Background: an optimization exercise with open tools, aiming at small area, a short achievable clock period and few clock cycles. Do not read the settings as production practice.
The RTL was checked by simulation tests, not by an equivalence proof against the original design.
Power is estimated from default activity; no workload was simulated.

Setup of build 36:
Design tomasulo_cpu, start of the top module:
module tomasulo_cpu(
    input  wire        clk,
    input  wire        rst,
    input  wire [31:0] inst_i,
    output wire [31:0] inst_addr_o,
    output wire        inst_ce_o,
    input  wire [31:0] mem_data_i,
    input  wire        mem_valid_i,
    input  wire        mem_ready_i,
    output wire [31:0] mem_addr_o,
    output wire [31:0] mem_data_o,
    output wire        mem_we_o,
    output wire        mem_req_o,
    output wire [3:0]  mem_sel_o
);
Size: ~10000 cells after synthesis, about 1400 flip-flops, roughly 170 I/O pins.
==> flow/config.mk <==
export PLATFORM = sky130hd
export DESIGN_NAME = tomasulo_cpu
export DESIGN_NICKNAME = tomasulo_cpu
export VERILOG_FILES = /design/flow/design.v
export SDC_FILE = /design/flow/constraint.sdc
export NUM_CORES = 8
export LEC_CHECK = 0
export ABC_AREA = 1
export CAP_MARGIN = 20
export CORE_MARGIN = 2
export CORE_UTILIZATION = 45
export CTS_CLUSTER_DIAMETER = 80
export CTS_CLUSTER_SIZE = 20
export PLACE_DENSITY = 0.7
export SLEW_MARGIN = 20
==> flow/constraint.sdc <==
create_clock -name core_clock -period 20.0 [get_ports {clk}]
set_input_delay 4.0000 -clock core_clock [delete_from_list [all_inputs] [get_ports {clk}]]
set_output_delay 4.0000 -clock core_clock [all_outputs]
set_load 0.01 [all_outputs]
standard.sh (not shown) runs the stock make flow with config.mk's settings and CLKGATE_MAP_FILE= SYNTH_SCRIPT=/design/flow/synth_recipe.tcl, a recipe that flattens the netlist after the stock synthesis.
==> flow/flow/run.sh <==
#!/bin/bash
# Own layout flow: the standard ORFS flow (standard.sh), with
#  - port buffers of a plain buffer cell (buf_2) instead of the default delay buffer,
#  - adders left to abc as plain logic (no full-adder cell mapping; registers unchanged), and
#  - ORFS's repair_timing asked for extra setup margin, so that the layout is optimised
#    for a short achieved period (the clock and its constraints are unchanged).
# make's full output goes to flow_make.log here; ORFS keeps each step's log under orfs/logs.
set -euo pipefail
bash standard.sh finish \
  SETUP_SLACK_MARGIN=14.8 \
  ADDER_MAP_FILE= \
  "BUFFER_PORTS_ARGS=-buffer_cell sky130_fd_sc_hd__buf_2" \
  > flow_make.log 2>&1
Build 36 finished all stages; however, its layout fails the closing checks, the failures being max-capacitance violations, max-slew violations.
Testbench counts of build 36, summed over its fixed seeds: cycles 13,401.
#### Input delta (build 28 over build 36)
Settings: CTS_CLUSTER_DIAMETER changed from 80 to 90; CTS_CLUSTER_SIZE changed from 20 to 24; PLACE_DENSITY changed from 0.7 to 0.6.
Results
FAIL: build 36; every other run in build 36 and build 28 is clean
The flow completed for build 36, but it is not clean: the layout still shows max-capacitance violations, max-slew violations.
Build 28 — wire length on met1 about 4% higher, build 36 as reference
Static leakage essentially unchanged between build 28 and build 36.
On worst slew margin relative to its limit: between build 36 and build 28, it ends up lower for build 36.
What build 29 does differently from build 28 at the input level:
Settings: swapping 90 for 80 in CTS_CLUSTER_DIAMETER; swapping 45 for 40 in CORE_UTILIZATION; swapping 24 for 20 in CTS_CLUSTER_SIZE; swapping 0.6 for 0.5 in PLACE_DENSITY.
Findings:
- On post-route worst hold slack, build 28 beats build 29.
- The synthesis-to-finish area growth reported for build 29 is greater than that of build 28 by 0.70 points.
- Relative to build 28, build 29 improves via count.
- Against build 28 as the reference, build 29 delivers a lower post-route core utilization.
- Cmp build 28 and build 29 / clock-cell share of area / lower: build 28
- Compared with build 28, build 29 shows clock-pin slew reported for the worst setup and hold paths after clock tree synthesis lower by 20 ps.
- In terms of final count of pins violating max slew, build 28 and build 29 differ only marginally.
- For build 29, the capture point of the critical path was mem_addr_o[17], unlike build 28, where it was mem_addr_o[28].
- Side by side, cell area after layout turned out higher in build 29 than in build 28.
The inputs of build 88 differ from those of build 29 as listed below.
Settings: PLACE_DENSITY: 0.5 -> 0.6; CORE_UTILIZATION: 40 -> 45; CTS_CLUSTER_SIZE: 20 -> unset; CTS_CLUSTER_DIAMETER: 80 -> unset.
-- flow/flow/run.sh --
<<< build 29, line 8
set -euo pipefail
bash standard.sh finish \
  SETUP_SLACK_MARGIN=14.8 \
  ADDER_MAP_FILE= \
  "BUFFER_PORTS_ARGS=-buffer_cell sky130_fd_sc_hd__buf_2" \
>>> build 88, line 8
set -euo pipefail
bash standard.sh finish \
  SETUP_SLACK_MARGIN=15.1 \
  ADDER_MAP_FILE= \
  "BUFFER_PORTS_ARGS=-buffer_cell sky130_fd_sc_hd__buf_2" \
[summary]
- Re XOR/XNOR share of the synthesized area: no difference whatsoever between build 88 and build 29.
- Compared with build 29, build 88 shows global routing usage on met2 higher by 4.2 points.
- Met1 track utilization from global routing: higher on build 88
- Build 29 → build 88: combined buffer and inverter count along the critical path increased 3, critical path depth increased 16, pin slew with the least headroom to its limit increased 73 ps.
- Clock-pin slew of the registers on the worst-case setup and hold paths was higher in the run labelled build 29.
- Against build 29, build 88 comes in 2288 higher on overall via count from detail_route.

static timing again, ports no longer ideal:
The flow's constraints put no driver on any port. The routed layouts listed below were extracted and timed again, unchanged, in two steps. Step 1 (the two cells are an assumption about what drives the block):
set clk [get_ports {clk}]
set_driving_cell -lib_cell sky130_fd_sc_hd__clkbuf_16 $clk
set_driving_cell -lib_cell sky130_fd_sc_hd__buf_2 [delete_from_list [all_inputs] $clk]
Step 2 also shifts input and output timing later by t, the mid clock arrival at the registers, as if the neighbouring blocks saw the same clock. Slacks: ideal ports / drivers / drivers and shift; pairs: ideal ports / drivers.
| run | shift t [ns] | setup WS [ns] | worst setup path after step 2 | slew at the worst register clock pin (ns) | worst data-port slew with drivers (ns) |
|---|---|---|---|---|---|
| build 36 | 0.893 | 14.387 / 14.302 / 13.422 | input to register | 0.10 / 0.10 | 0.18 |
| build 28 | 0.922 | 14.345 / 14.242 / 13.376 | input to register | 0.11 / 0.11 | 0.17 |
| build 29 | 0.907 | 14.402 / 14.300 / 13.453 | input to register | 0.09 / 0.09 | 0.21 |
| build 88 | 0.953 | 14.297 / 14.225 / 13.273 | input to register | 0.07 / 0.07 | 0.20 |
The setup slack of build 88, which loses most, moves by -0.072 ns with the drivers and by -1.024 ns with both steps.
